This is an optimization exercise on Yosys and OpenROAD, whose aim is small area, a short achievable clock period and few clock cycles per item, not a production implementation.
At most, simulation tests tie the RTL to the original design; equivalence was not proved.
The RTL of run 2 was laid out without a check of its function.
Power and IR drop assume default switching activity.

## flow/design.v (module list and top-level ports; edited modules follow where they fit)
// module rsa_fa: 4 lines
// module rsa_han: 4 lines
// module rsa_or2: 1 lines
// module rsa_xor2: 1 lines
// module rsa_xnor2: 1 lines
// module rsa_nand2: 1 lines
// module rsa_nor2: 1 lines
// module rsa_inv: 1 lines
// module rsa_aoi21: 1 lines
// module rsa_oai21: 1 lines
// module rsa_qn: 69 lines
// module rsa_add: 1339 lines
// module rsa_mulcs: 76 lines
// module Rsa256Core: 5137 lines
module Rsa256Core (
  input          i_clk,
  input          i_rst,
  input          i_start,
  input  [255:0] i_a,
  input  [255:0] i_d,
  input  [255:0] i_n,
  output [255:0] o_a_pow_d,
  output         o_finished
);
  // ...
==> flow/flow/run.sh <==
#!/bin/bash
# Own layout flow: the standard synthesis, then the standard ORFS layout steps with
# repair_timing aiming for extra setup slack (the clock and constraints are unchanged).
set -uo pipefail
KNOBS=$(cat flow/knobs.txt 2>/dev/null || echo "SETUP_SLACK_MARGIN=10")
[[ -f flow/env.sh ]] && source flow/env.sh
bash standard.sh synth > synth.log 2>&1 || { tail -50 synth.log; exit 1; }
bash standard.sh $KNOBS finish > layout.log 2>&1 || { tail -50 layout.log; exit 1; }
==> flow/flow/env.sh <==
export BUFFER_PORTS_ARGS="-buffer_cell sky130_fd_sc_hd__buf_4"
==> flow/flow/knobs.txt <==
SETUP_SLACK_MARGIN=11.25 SLEW_MARGIN=40
==> flow/standard.sh <==
#!/bin/bash
# synth_recipe.tcl (not shown) runs the flow's synth.tcl, then flattens the netlist and writes it again
# the make line also repeats each setting of config.mk as NAME=value (left out here)
make -C /OpenROAD-flow-scripts/flow DESIGN_CONFIG=/design/flow/config.mk WORK_HOME=/design/flow/orfs CLKGATE_MAP_FILE= SYNTH_SCRIPT=/design/flow/synth_recipe.tcl "${@:-finish}"
==> flow/config.mk <==
export PLATFORM = sky130hd
export DESIGN_NAME = Rsa256Core
export DESIGN_NICKNAME = Rsa256Core
export VERILOG_FILES = /design/flow/design.v
export SDC_FILE = /design/flow/constraint.sdc
export NUM_CORES = 8
export LEC_CHECK = 0
export CAP_MARGIN = 20
export CORE_MARGIN = 2
export CORE_UTILIZATION = 48
export CTS_CLUSTER_DIAMETER = 80
export CTS_CLUSTER_SIZE = 30
export SETUP_SLACK_MARGIN = 0.5
export SLEW_MARGIN = 20
export SYNTH_HIERARCHICAL = 1
==> flow/constraint.sdc <==
create_clock -name core_clock -period 16.0 [get_ports {i_clk}]
set_input_delay 3.2000 -clock core_clock [delete_from_list [all_inputs] [get_ports {i_clk}]]
set_output_delay 3.2000 -clock core_clock [all_outputs]
set_load 0.01 [all_outputs]
==> key figures, run 1 <==
Power
  • Seq pwr: 0.00640 W
  • Leak: 56.4 nW
  • Largest Pwr Group: combinational logic

Floorplanning
  • Initial core utilization: 48.3%
  • # rows: 240
  • Core area: 0.428 mm2

Setup path
  • Crit end category: flop
  • Worst path slowest cell: fa_1
  • Req. time, crit path: 16.81 ns
  • R2r startpoint: q[3]
  • Max incr delay on CP: 0.56 ns

Global route
  • Largest net degree at the start of global routing: 177
  • First-pass GRT wire length: 1250000 um
  • Global Route Usage Sum: 40.3%

Logic synthesis
  • Mean area per synthesized cell: 10.8 um2

Final layout
  • Number of multi-input logic gates: 15286
  • Biggest Area Class: multi-input gates
  • Nets: 24794

Clock tree
  • Root Buffer: clkbuf_16

Drt
  • Avg WL per Cell: 36.2 um

Timing
  • Slew HR: 33.1%
  • Setup ws final: 11.16 ns
  • Final hold violations: 0

Placed design
  • Placed Cells: 24202

Hold path
  • Hold Crit Depth: 0

Outcome
  • Outcome: no timing/DRC/antenna violations
Testbench counts, summed over its fixed seeds: cycles 310,004, ops 24.
==> inputs of run 2 (changes only) <==
--- a/flow/design.v
+++ b/flow/design.v
@@ -1503,23 +1503,25 @@
   input          i_rst,
   input          i_start,
   input  [255:0] i_a,
   input  [255:0] i_d,
   input  [255:0] i_n,
   output [255:0] o_a_pow_d,
   output         o_finished
 );
-  localparam OP_SQ = 3'd0, OP_MUL1 = 3'd1, OP_MUL3 = 3'd2, OP_PRE = 3'd3, OP_OUT = 3'd4, OP_DONE = 3'd5,
-             OP_NONE = 3'd7;
+  localparam OP_SQ = 4'd0, OP_MUL1 = 4'd1, OP_MUL3 = 4'd2, OP_PRE = 4'd3, OP_OUT = 4'd4, OP_DONE = 4'd5,
+             OP_FSQ = 4'd6, OP_FMUL = 4'd8, OP_GOSCAN = 4'd9, OP_NONE = 4'd15;
   reg         st_idle, st_cl, st_ca, st_scan, st_setup, st_mont;
   reg         ph_in, ph_nt, ph_fr;
   reg         fin_r;
-  reg  [2:0]  op;           
-  reg  [2:0]  mulpend;      
+  reg  [3:0]  op;           
+  reg  [3:0]  mulpend;      
+  reg         fast, fpend, wr_a;
+  reg  [1:0]  fcnt;
   reg         sqleft;       
   reg         pre_bit;      
   reg         wr_a3;        
   reg         keepb;        
   reg         first;        
   reg  [8:0]  cnt;
   reg         last;         
   reg  [8:0]  idx;          
@@ -6489,25 +6491,26 @@
   assign Vsn[287] = 1'b1;
   assign Vcn[287] = 1'b1;
   wire [303:0] xsb = {33'd0, B};
   wire [303:0] xsa = {33'd0, A};
   wire [7:0] dfb = xsb[didx * 8 +: 8];
   wire [7:0] dfa = xsa[didx * 8 +: 8];
   wire [303:0] xs3 = {33'd0, A3};
   wire [7:0] df3 = xs3[didx * 8 +: 8];
-  wire [7:0] dfetch = (op == OP_SQ) ? dfb : (op == OP_MUL1 || op == OP_PRE) ? dfa : (op == OP_MUL3) ? df3 : 8'd0;
+  wire [7:0] dfetch = (op == OP_SQ || op == OP_FSQ) ? dfb : (op == OP_MUL1 || op == OP_PRE || op == OP_FMUL) ? dfa :
+                         (op == OP_MUL3) ? df3 : 8'd0;
   wire [23:0] lowP = ~Sn[23:0] + ~Cn[23:0] + {23'd0, ~cinn};
   wire [23:0] bnew = (first || keepb) ? B[23:0] : lowP;
-  wire [23:0] dfirst = (op == OP_SQ) ? bnew : (op == OP_MUL1 || op == OP_PRE) ? A[23:0] :
+  wire [23:0] dfirst = (op == OP_SQ || op == OP_FSQ) ? bnew : (op == OP_MUL1 || op == OP_PRE || op == OP_FMUL) ? A[23:0] :
                             (op == OP_MUL3) ? A3[23:0] : 24'd1;
   rsa_mulcs u_m0 (.a(dfirst[7:0]), .b(bnew[7:0]), .sn(m0sn), .cn(m0cn));
   wire mont_last = st_mont && (cnt == 34);
-  wire scan_done = st_scan && scan_ph && (dbit || idx == 9'd0);
-  wire d_zero = st_scan && scan_ph && !dbit && idx == 9'd0;
+  wire scan_done = st_scan && scan_ph && (fpend || dbit || idx == 9'd0);
+  wire d_zero = st_scan && scan_ph && !fpend && !dbit && idx == 9'd0;
   wire win11 = dbit && dbit1 && idx != 9'd0;
   wire nt_first = ph_nt && (cnt == 0);
   wire nmbit = npr[13];
   wire [279:0] nz = {24'd0, i_n};
   wire [279:0] n2 = {23'd0, i_n, 1'b0};
   wire [279:0] creg = (nz ^ {280{~sgn}}) | {279'd0, 1'b1};
   wire [279:0] cconv = ph_nt ? (nz & {280{nmbit}}) : last ? (n2 & {280{sgn}}) : creg;
   wire [279:0] sconv = ph_nt ? (nt_first ? 280'd0 : {9'd0, NT, 1'b0}) : {8'd0, A, 1'b0};
@@ -6516,78 +6519,88 @@
       st_idle <= 1'b1; st_cl <= 1'b0; st_ca <= 1'b0; st_scan <= 1'b0; st_setup <= 1'b0; st_mont <= 1'b0;
       ph_in <= 1'b0; ph_nt <= 1'b0; ph_fr <= 1'b0;
       fin_r <= 1'b0;
     end else begin
       fin_r <= st_ca && ph_fr && last;
       st_idle <= (st_idle && !i_start) || (st_ca && ph_fr && last);
       st_cl <= (st_idle && i_start) || (st_ca && !(ph_fr && last) && !(ph_nt && last)) || (st_setup && op == OP_DONE);
       st_ca <= st_cl;
-      st_scan <= (st_ca && ph_nt && last) || (st_scan && !scan_done);
+      st_scan <= (st_ca && ph_nt && last) || (st_scan && !scan_done) || (st_setup && op == OP_GOSCAN);
       st_setup <= scan_done || mont_last;
-      st_mont <= (st_setup && op != OP_DONE) || (st_mont && !mont_last);
+      st_mont <= (st_setup && op != OP_DONE && op != OP_GOSCAN) || (st_mont && !mont_last);
       if (st_idle && i_start) ph_in <= 1'b1;
       if (st_ca && ph_in && last) begin ph_in <= 1'b0; ph_nt <= 1'b1; end
       if (st_ca && ph_nt && last) ph_nt <= 1'b0;
       if (st_setup && op == OP_DONE) ph_fr <= 1'b1;
       if (st_ca && ph_fr && last) ph_fr <= 1'b0;
     end
   end
   always @(posedge i_clk) begin
     d_l1 <= dpad[{idx[7:4], 4'd0} +: 17];
     if (st_idle) begin
-      A <= {15'd0, i_a};
+      fast <= i_n[255];
+      fpend <= i_n[255];
+      wr_a <= 1'b0;
+      A <= i_n[255] ? {15'd0, 1'b1, 255'd0} : {15'd0, i_a};
       sgn <= 1'b0;
       cnt <= 0;
       last <= 1'b0;
       idx <= 9'd255;
       scan_ph <= 1'b0;
       F <= 0;
       nu <= i_n[14:1];
       nlo <= i_n[13:0];
       npr <= {1'b1, 13'd0};
     end
     if (st_ca) begin
       sgn <= P[270];
       if (!ph_nt) A <= P;
       if (ph_nt) NT <= P[269:0];
       if (ph_fr) F <= F << 1;
       cnt <= last ? 0 : cnt + 1'b1;
-      last <= ph_in ? (cnt == 270) : ph_nt ? (cnt == 12) : (cnt == 13);
+      last <= ph_in ? (cnt == (fast ? 32 : 270)) : ph_nt ? (cnt == 12) : (cnt == 13);
       if (last && !ph_nt) B <= P;
       if (ph_in && cnt < 13) begin
         npr <= {~nu[0], npr[13:1]};
         nu <= ({1'b0, nu} + (nu[0] ? 15'd0 : {1'b0, nlo})) >> 1;
       end
       if (ph_nt) npr <= npr << 1;
     end
     if (st_scan) begin
       hcorr <= NT[15:14] + 1'b1;
       scan_ph <= ~scan_ph;
       first <= 1'b1;
       wr_a3 <= 1'b0;
       keepb <= 1'b0;
       if (scan_ph) begin
-        if (dbit) begin
+        if (fpend) begin
+          op <= OP_FSQ;
+          fcnt <= 2'd3;
+          fpend <= 1'b0;
+        end else if (dbit) begin
           op <= (idx == 9'd0) ? OP_OUT : OP_SQ;
           mulpend <= OP_PRE;
           sqleft <= 1'b0;
           pre_bit <= dbit1;
           idx <= idx - 9'd2;
         end else if (idx == 9'd0) begin
           op <= OP_DONE; first <= 1'b0;
         end else idx <= idx - 9'd1;
       end
     end
     if (st_setup) begin
       cnt <= 0;
       first <= 1'b0;
       if (!first && !keepb) B <= P;
       if (wr_a3) A3 <= P;
       wr_a3 <= 1'b0;
+      if (wr_a) A <= P;
+      wr_a <= 1'b0;
+      if (op == OP_GOSCAN) scan_ph <= 1'b0;
       keepb <= 1'b0;
       dig <= dfirst[7:0];
       dign <= dfirst[15:8];
       dnx <= dfirst[23:16];
       didx <= 7'd3;
       dBsn <= m0sn;
       dBcn <= m0cn;
       q <= 0;
@@ -6602,20 +6615,26 @@
       cnt <= cnt + 1'b1;
       dig <= dign;
       dign <= dnx;
       dnx <= dfetch;
       didx <= didx + 7'd1;
       dBsn <= mmsn;
       dBcn <= mmcn;
       q <= qnext;
+      if (op == OP_FSQ) A <= {15'd0, i_a};
       if (cnt == 34) begin
         wr_a3 <= (op == OP_PRE);
         keepb <= (op == OP_PRE) && !pre_bit;
-        if (op == OP_OUT) op <= OP_DONE;
+        if (op == OP_FSQ) begin
+          if (fcnt != 2'd0) fcnt <= fcnt - 2'd1;
+          else op <= OP_FMUL;
+        end
+        else if (op == OP_FMUL) begin op <= OP_GOSCAN; wr_a <= 1'b1; end
+        else if (op == OP_OUT) op <= OP_DONE;
         else if (op == OP_SQ && sqleft) sqleft <= 1'b0;
         else if (op == OP_SQ && mulpend != OP_NONE) begin op <= mulpend; mulpend <= OP_NONE; end
         else if (idx[8]) op <= OP_OUT;
         else begin
           op <= OP_SQ;
           sqleft <= win11;
           mulpend <= !dbit ? OP_NONE : win11 ? OP_MUL3 : OP_MUL1;
           idx <= idx - (win11 ? 9'd2 : 9'd1);
==> flow/config.mk (replaced) <==
export PLATFORM = sky130hd
export DESIGN_NAME = Rsa256Core
export DESIGN_NICKNAME = Rsa256Core
export VERILOG_FILES = /design/flow/design.v
export SDC_FILE = /design/flow/constraint.sdc
export NUM_CORES = 8
export LEC_CHECK = 0
export CAP_MARGIN = 20
export CORE_MARGIN = 2
export CORE_UTILIZATION = 48
export SETUP_SLACK_MARGIN = 0.5
export SLEW_MARGIN = 20
export SYNTH_HIERARCHICAL = 1
==> key figures, run 2 <==
Outcome
  • Outcome: no timing/DRC/antenna violations (unchanged)

Global route
  • First-pass GRT wire length: 1360000 um (was 1250000 um)
  • Largest net degree at the start of global routing: 210 (was 177)
  • Global Route Usage Sum: 43.3% (was 40.3%)
  • Initial antenna violation count: 104 (was 69)
  • Overflow after GRT: 0 (unchanged)
  • Vias in the first global route: 176434 (was 165259)

Drt
  • Avg WL per Cell: 38.1 um (was 36.2 um)
  • Drt total wl: 987000 um (was 902000 um)
  • Pre-antenna DRT Iters: 14 (was 8)
  • DR DRC count: 0 (unchanged)
  • DR iter-0 viols: 23711 (was 20366)
  • Vias per cell: 6.76 (was 6.49)
  • Via count: 175044 (was 161754)
  • Routed Antenna Nets: 0 (unchanged)

Setup path
  • Maximum fanout along the worst path: 7 (was 40)
  • Crit path arrival time: 5.68 ns (was 5.65 ns)
  • Worst path slowest cell: a221oi_2 (was fa_1)
  • Crit end category: flop (unchanged)
  • Req. time, crit path: 16.85 ns (was 16.81 ns)
  • Most common cell on crit path: a21oi_1 (was fa_1)
  • Critical Path, Cell by Cell: ha_1 -> a21oi_1 -> o21ai_0 -> a221oi_2 -> o22a_1 -> a21oi_1 -> o21a_4 -> nor2_1 -> buf_4 -> o31ai_4 -> buf_6 -> a21oi_4 -> inv_1 -> a21o_1 -> a21o_1 -> xnor2_4 -> nor2_1 -> nor3_1 -> a21oi_1 -> o21ai_0 (was buf_12 -> buf_16 -> buf_16 -> nand2_1 -> fa_1 -> fa_1 -> fa_1 -> fa_1 -> fa_1 -> fa_1 -> a2bb2oi_1)
  • Worst reg2reg path depth: 20 (was 11)
  • Max incr delay on CP: 0.41 ns (was 0.56 ns)
  • CP Launch Type: flop (unchanged)
  • Worst Setup Path Type: flop to flop (unchanged)

Power
  • Combinational share of power: 52.3% (was 39.1%)
  • Clk network pwr share: 21.9% (was 25.0%)
  • Flop pwr share: 25.8% (was 35.9%)
  • Sw Pwr: 0.0109 W (was 0.00765 W)
  • Sw Ratio: 42.4% (was 42.9%)
  • VDD IR max: 0.107 mV (was 0.0808 mV)
  • Leak: 86.3 nW (was 56.4 nW)
  • Cell Pwr Density: 107 mW/mm2 (was 77.7 mW/mm2)
  • P_int: 0.0148 W (was 0.0102 W)

Final layout
  • Final Core Density: 54.6% (was 53.7%)
  • Design Area, Final: 0.239 mm2 (was 0.229 mm2)
  • Nets: 25598 (was 24794)
  • Most common cell after layout, fill and taps aside: nand2_1 (unchanged)
  • Synth-to-Final Area Change: 13.4% (was 11.2%)
  • Share of cells above drive strength 1: 18.2% (was 16.4%)
  • Highest-count cells in the layout ignoring fill and taps: nand2_1 (5109), fa_1 (4365), buf_4 (1554) (was nand2_1 (5092), fa_1 (4368), buf_4 (1423))
  • Fillcell total: 37775 (was 37580)
  • Final Instance Count excl. Fillers: 25878 (was 24908)
  • Regs by FF count: Cn: 279 flops, Sn: 279 flops (unchanged)

Clock tree
  • Root Buffer: clkbuf_16 (unchanged)
  • Max H-tree Level: 4 (unchanged)
  • CTS buffer count: 224 (was 145)
  • CTS sink cnt: 1820 (was 1813)
  • Worst-case clock buffer depth: 4 (unchanged)
  • TritonCTS clock tree: done (unchanged)
  • Worst-path clk slew: 0.07 ns (was 0.10 ns)
  • Clock Latency Late Sink: 1.01 ns (was 0.98 ns)

Logic synthesis
  • Syn Inst Count: 19906 (was 19165)
  • Mean area per synthesized cell: 10.6 um2 (was 10.8 um2)
  • Synth Cell Area: 0.211 mm2 (was 0.206 mm2)
  • Ys Warns: 7 (unchanged)

Run
  • MaxCap Viol Count: 0 (unchanged)

Placed design
  • Placed Cells: 24910 (was 24202)
  • HPWL Detailed: 667000 um (was 633000 um)
  • Area post-placement: 0.221 mm2 (was 0.216 mm2)
  • GPL Wtd Cong: 0.993 (was 0.997)
  • # port buffers: 1027 (unchanged)

Floorplanning
  • Die Y: 667 um (was 660 um)
  • Core area: 0.438 mm2 (was 0.428 mm2)
  • # rows: 243 (was 240)
  • Chip width: 667 um (was 660 um)
  • I/O pins: 1028 (unchanged)
  • Initial core utilization: 48.2% (was 48.3%)
  • Die area: 0.444 mm2 (was 0.435 mm2)

Timing
  • Final setup violation count: 0 (unchanged)
  • Period Utilization, post-route: 30.2% (was 30.3%)
  • Final hold violations: 0 (unchanged)
  • Max-slew violation count: 0 (unchanged)
  • WHS: 0.434 ns (was 0.432 ns)
  • Fmax achieved: 0.207 GHz (about the same)
  • Clk_skew: 0.0957 ns (was 0.0805 ns)
  • Tmin final: 4.83 ns (was 4.84 ns)
  • Worst Max-Slew Pin Slew: 0.975 ns (was 0.996 ns)
  • Slew HR: 33.1% (about the same)
  • Fin Setup TNS: 0 ns (unchanged)
  • Unrepaired setup endpoints after global routing: true (unchanged)

Hold path
  • Hold Path Class: flop to flop (unchanged)
  • Hold Crit Depth: 1 (was 0)
==> run 2: power groups by stage <==
stage	logic, W	clock network (W)	registers, W
final	0.0134	0.00560	0.00662
after floorplan	0.00804	0	0.00603
after global routing	0.0142	0.00574	0.00658
after global placement	0.0121	0	0.00671
after detailed placement	0.0123	0	0.00671
after CTS	0.0127	0.00556	0.00651
==> run 2: layer usage <==
layer | GRT usage (%) | wire [um] | vias up
li1 | - | - | 66684
met1 | 53.5 | 338000 | 90869
met2 | 61.7 | 410000 | 14165
met3 | 18.3 | 151000 | 3252
met4 | 29.1 | 87300 | 74
met5 | 0.727 | 963 | -
==> run 2: area by class of cell <==
| type | count | area (um2) | share of cell area, % |
|---|---|---|---|
| Antenna cell | 53 | 133 | 0.0555 |
| Clock buffer | 295 | 6330 | 2.65 |
| Clock inverter | 126 | 1400 | 0.586 |
| Inverter | 137 | 546 | 0.228 |
| Multi-Input combinational cell | 15860 | 162000 | 67.8 |
| Sequential cell | 1820 | 43800 | 18.3 |
| Tap cell | 5757 | 7200 | 3.01 |
| Timing Repair Buffer | 1830 | 17500 | 7.34 |
==> run 2: final timing paths <==
kind	from	end	slack, ns
max in group asynchronous	i_rst	st_setup	13.34
min in group asynchronous	i_rst	st_scan	2.30
worst min register to register	pre_bit	keepb	0.43
worst max-delay path	Cn[82]	A[161]	11.17
worst max register to register	Cn[82]	A[161]	11.17
worst min-delay path	pre_bit	keepb	0.43
==> run 2: per-stage QoR <==
stage | setup WS (ns) | total power, W
3_5_place_dp | 9.84 | 0.0190
2_1_floorplan | 10.84 | 0.0141
5_1_grt | 11.10 | 0.0265
3_3_place_gp | 9.87 | 0.0188
4_1_cts | 11.17 | 0.0248
6_report | 11.17 | 0.0256
==> run 2: timing repair <==
action,4_1_cts,5_1_grt
setup buffers,338,63
setup endpoints to repair,1524,520
resized for setup,908,343
pin swaps,43,72
hold buffers,0,0
gates cloned,57,23
==> run 2: critical path, delay by kind of cell (launching register included) <==
family          cells  cell delay, ns
simple gates        3            0.41
buf+inv             3            0.57
xor+xnor            1            0.27
flops               1            0.36
fa+ha+maj           1            0.39
compound gates     12            2.64

[what the ideal ports hide]
How much do the figures lean on ideal ports? The routed layouts below were timed once more, with nothing changed but the port constraints.
Step 1: set_driving_cell puts a clkbuf_16 on i_clk and a buf_2 on each other input, an assumption about the parent block.
Step 2 times the ports against the registers' clock, not the clock port: input delays grow and output delays shrink by t, the midpoint of the rising clock arrivals with the driver on.
a / b / c = no drivers / after step 1 / after step 2; a / b = the first two.
| run | shift t [ns] | setup WS [ns] | worst data-port slew with drivers (ns) |
|---|---|---|---|
| run 1 | 1.071 | 11.160 / 11.036 / 11.143 | 0.26 |
| run 2 | 1.101 | 11.169 / 11.040 / 10.335 | 0.41 |
After both steps every run listed still meets setup and hold. The setup slack of run 2, which loses most, moves by -0.129 ns with the drivers and by -0.834 ns with both steps.
